Background: an optimization exercise with open tools, aiming at small area. Do not read the settings as production practice.
The RTL was checked by simulation tests, not by an equivalence proof against the original design.
The clock port is modelled as an ideal driver; clocking choices that lean on that would not hold on a real chip.
Power and IR drop assume default switching activity.

## v6
## fifo
module fifo (clk,reset,renb,wenb,din,dout,empty,full);
  input logic clk, reset;
  input logic renb, wenb;
  input logic [7:0] din;
  output logic [7:0] dout;
  output logic empty, full;
  logic [7:0] mem[16];
  logic [3:0] rp;
  logic rd, wr;
  assign rd = renb & ~empty;
  assign wr = wenb & ~full & ~rd;
  assign full = ~empty & (&rp);
  always @(posedge clk) begin
    rp    <= (rp + {rd, rd, rd, rd | wr}) | {4{reset}};
    empty <= reset | (rd & (rp == 4'd0)) | (empty & ~wr);
  end
  logic [7:0] rdata;
  always_comb begin
    rdata = 8'b0;
    for (int k = 0; k < 16; k++)
      rdata = rdata | ({8{~reset && rp == k}} & mem[k]);
  end
  always @(posedge clk) begin
    if (rd | reset) dout <= rdata;
  end
  integer i;
  always @(posedge clk) begin
    if (wr) begin
      mem[0] <= din;
      for (i = 1; i < 16; i = i + 1) mem[i] <= mem[i-1];
    end
  end
endmodule
Size: roughly 260 cells after synthesis, ~22 I/O pins, about 5000 µm² of cells after synthesis.
clock: 5.0 ns
lec_check: 0
cap_margin: 5
core_margin: 2
core_utilization: 70
place_density: 0.9
slew_margin: 5
standard.sh (not shown) runs the stock make flow with config.mk's settings and CLKGATE_MAP_FILE= SYNTH_SCRIPT=/design/flow/synth_recipe.tcl, a recipe that flattens the netlist after the stock synthesis.
==> flow/flow/run.sh <==
#!/bin/bash
# The standard layout with these changes:
#  - synthesis maps logic with area-oriented ABC scripts (flow/synth.tcl);
#  - clock tree of small clock buffers without dummy loads;
#  - minimum-size port buffers;
#  - after clock tree synthesis, oversized logic cells are shrunk
#    (flow/post_cts.tcl, flow/downsize.tcl), and global routing's power
#    recovery downsizes cells off the critical path.
# Each make run writes its full output to its own log file here.
set -euo pipefail
work=$(pwd)
export OWN_FLOW_DIR=$work/flow
export OWN_FLOW_WORK=$work
export FLOW_SYNTH_TCL=$work/synth_recipe.tcl
export CTS_ARGS="-sink_clustering_enable -repair_clock_nets -dont_use_dummy_load -buf_list sky130_fd_sc_hd__clkbuf_4"
export BUFFER_PORTS_ARGS="-buffer_cell sky130_fd_sc_hd__buf_1"
export RECOVER_POWER=100
export POST_CTS_TCL=$work/flow/post_cts.tcl
sed "s#SYNTH_SCRIPT=[^ ]*#SYNTH_SCRIPT=$work/flow/synth.tcl#" standard.sh > own_standard.sh
grep -q "SYNTH_SCRIPT=$work/flow/synth.tcl" own_standard.sh
bash own_standard.sh synth > make_synth.log 2>&1
bash own_standard.sh finish > make_finish.log 2>&1
Other scripts of this flow, unchanged in this note and not shown: flow/flow/abc1.abc, flow/flow/abc2.abc, flow/flow/abc3.abc, flow/flow/abc4.abc, flow/flow/downsize.tcl, flow/flow/post_cts.tcl, flow/flow/synth.tcl
For v7, these inputs were changed with respect to v6:
- CORE_UTILIZATION: 70 -> 40
- PLACE_DENSITY: 0.9 -> 0.6
==> comparison <==
Cmp v7 vs v6: data arrival time of the critical path higher in v7. v6 and v7 ended up with nearly the same total power. Fmax: v7 lower than v6. The combinational fraction of design power of v7 and that of v6 are within noise of each other. v7 and v6 ended up with roughly the same clock network area share.

---

Setup of rev 12:
The RTL this note starts from:
==> flow/design.v <==
module fifo (clk,reset,renb,wenb,din,dout,empty,full);
  input logic clk, reset;
  input logic renb, wenb;
  input logic [7:0] din;
  output logic [7:0] dout;
  output logic empty, full;
  logic [7:0] mem[16];
  logic [3:0] rp;
  logic rd, wr;
  assign rd = renb & ~empty;
  assign wr = wenb & ~full & ~rd;
  assign full = ~empty & (&rp);
  logic mv;
  logic [3:0] t, rp_next;
  assign mv = rd | wr;
  assign t  = rp ^ {4{rd}};
  assign rp_next[0] = rp[0] ^ mv;
  assign rp_next[1] = rp[1] ^ (mv & t[0]);
  assign rp_next[2] = rp[2] ^ (mv & t[0] & t[1]);
  assign rp_next[3] = rp[3] ^ (mv & t[0] & t[1] & t[2]);
  always @(posedge clk) begin
    rp    <= rp_next | {4{reset}};
    empty <= reset | (rd & (rp == 4'd0)) | (empty & ~wr);
  end
  logic [3:0] lo, hi;
  always_comb begin
    for (int k = 0; k < 4; k++) begin
      lo[k] = (rp[1:0] == k);
      hi[k] = (rp[3:2] == k) & ~reset;
    end
  end
  logic [7:0] rdata;
  always_comb begin
    rdata = 8'b0;
    for (int k = 0; k < 16; k++)
      rdata = rdata | ({8{hi[k/4] & lo[k%4]}} & mem[k]);
  end
  always @(posedge clk) begin
    if (rd | reset) dout <= rdata;
  end
  integer i;
  always @(posedge clk) begin
    if (wr) begin
      mem[0] <= din;
      for (i = 1; i < 16; i = i + 1) mem[i] <= mem[i-1];
    end
  end
endmodule
Settings: LEC_CHECK=0, CAP_MARGIN=5, CORE_MARGIN=2, CORE_UTILIZATION=70, PLACE_DENSITY=0.9, SLEW_MARGIN=5; clock period 5.0 ns.
==> flow/flow/downsize.tcl <==
# Greedy area recovery: swap each logic cell to the smallest cell of the same
# family (same name stem, e.g. nor2_4 -> nor2_1) that keeps the design free of
# max-slew/max-cap violations (with margin) and keeps setup/hold slack above a
# floor.
proc own_downsize { {slack_floor 0.5} {margin 0.7} } {
  set dont_use_pat {*probe* *lpflow*}
  set changed 0
  foreach inst [get_cells *] {
    set name [get_property $inst name]
    set ref [get_property $inst ref_name]
    if { ![regexp {^(sky130_fd_sc_hd__[a-z0-9]+)_([0-9]+)$} $ref -> stem drive] } { continue }
    if { [string match "*df*" $stem] || [string match "*clk*" $stem] || [string match "*tap*" $stem] \
         || [string match "*fill*" $stem] || [string match "*decap*" $stem] || [string match "*diode*" $stem] \
         || [string match "*conb*" $stem] } { continue }
    set cands {}
    foreach lc [get_lib_cells ${stem}_*] {
      set n [get_property $lc name]
      if { ![regexp {_([0-9]+)$} $n -> d] } { continue }
      if { $d >= $drive } { continue }
      lappend cands [list $d $n]
    }
    foreach c [lsort -integer -index 0 $cands] {
      set new [lindex $c 1]
      replace_cell $inst $new
      estimate_parasitics -placement
      set ok 1
      if { [sta::max_slew_violation_count] > 0 || [sta::max_capacitance_violation_count] > 0 } { set ok 0 }
      if { $ok } {
        foreach pin [get_pins -of_objects $inst -filter "direction==output"] {
          set net [get_nets -of_objects $pin]
          if { [get_property $pin slew_max] > 1.5 * $margin } { set ok 0 }
        }
      }
      if { $ok && [sta::worst_slack -max] < $slack_floor } { set ok 0 }
      if { $ok && [sta::worst_slack -min] < 0.1 } { set ok 0 }
      if { $ok } {
        puts "downsize: $name $ref -> $new"
        incr changed
        break
      }
      replace_cell $inst $ref
    }
  }
  estimate_parasitics -placement
  puts "downsize: $changed cells downsized"
}
==> flow/flow/post_cts.tcl <==
# After clock tree synthesis and its timing repair: shrink logic cells that
# repair made larger than needed, then legalize again.
source $::env(OWN_FLOW_DIR)/downsize.tcl
own_downsize 0.5 0.7
detailed_placement
check_placement -verbose
Scripts as last shown in full above: flow/flow/run.sh
Other scripts of this flow, unchanged in this note and not shown: flow/flow/abc1.abc, flow/flow/abc2.abc, flow/flow/abc3.abc, flow/flow/abc4.abc, flow/flow/abc5.abc, flow/flow/abc6.abc, flow/flow/synth.tcl
Rev 12 had finished all stages when the layout checks came back failing, citing max-capacitance violations, max-slew violations.
Here is what was changed in the inputs of rev 13 compared with rev 12.
- SLEW_MARGIN: 5 -> 20
- CAP_MARGIN: 5 -> 20
-- flow/flow/run.sh --
<<< rev 12, line 6
#  - after clock tree synthesis, oversized logic cells are shrunk
#    (flow/post_cts.tcl, flow/downsize.tcl), and global routing's power
#    recovery downsizes cells off the critical path.
>>> rev 13, line 6
#  - after clock tree synthesis, oversized logic cells and buffers are shrunk
#    (flow/post_cts.tcl, flow/downsize.tcl).
<<< rev 12, line 17
export RECOVER_POWER=100
>>> rev 13, line 16
-- flow/flow/downsize.tcl --
<<< rev 12, line 3
# max-slew/max-cap violations (with margin) and keeps setup/hold slack above a
>>> rev 13, line 3
# max-slew/max-cap violations, keeps the cell's estimated output slew under
# margin * 1.5 ns (the library limit), and keeps setup/hold slack above a
<<< rev 12, line 6
  set dont_use_pat {*probe* *lpflow*}
>>> rev 13, line 7
==> flow/flow/post_cts.tcl <==
# After clock tree synthesis and its timing repair: shrink logic cells and
# buffers that placement's repair made larger than needed (kept only where the
# estimated output slew stays under 0.6 ns, well inside the library's 1.5 ns,
# since placement estimates run below the final extraction), then legalize.
source $::env(OWN_FLOW_DIR)/downsize.tcl
own_downsize 0.5 0.4
detailed_placement
check_placement -verbose
==> run summary <==
- Every stage of the flow completed for rev 13, and the final layout passed the timing, design-rule and antenna checks.
- In terms of share of cell area taken by flip-flops and latches, rev 12 and rev 13 differ only marginally.
- Between rev 13 and rev 12, the difference in cell internal power dissipation is negligible.
- On fraction of power consumed by combinational cells, rev 13 and rev 12 are neck and neck.
- Per the comparison of rev 13 with rev 12, total met3 wirelength after detailed routing +about 6.6%; number of vias in the routed layout now sits at about the same level.

## what the ideal ports hide
The results above use ideal ports. As a check the final layouts listed here were re-extracted and re-timed, cells and wires unchanged.
Step 1 sets driving cells, clkbuf_16 on the clock port and buf_2 on the other inputs (assumed; they add their load-dependent delay and slew).
Step 2 adds t to the input delays and takes it off the output delays; t is the mean of the earliest and latest rising clock arrival at the registers after step 1. Input paths then give back, and output paths get back, about the clock's delay inside the block.
Slacks: no drivers / after step 1 / after step 2; pairs: no drivers / after step 1.
run	t, ns	slack for setup (ns)	worst hold slack (ns)	worst setup path at the end	latest minus earliest clock arrival (ns)
v6	0.514	2.326 / 2.337 / 1.823	0.427 / 0.427 / 0.427	input to register	0.044 / 0.044
v7	0.532	2.146 / 2.146 / 1.651	0.429 / 0.429 / 0.429	input to register	0.041 / 0.041
rev 12	0.524	1.329 / 1.329 / 0.903	0.449 / 0.449 / 0.449	input to register	0.037 / 0.037
rev 13	0.526	2.305 / 2.308 / 1.782	0.448 / 0.448 / 0.448	input to register	0.036 / 0.037
For rev 13, which loses most, drivers alone change the setup slack by +0.003 ns; drivers and shift together by -0.523 ns.
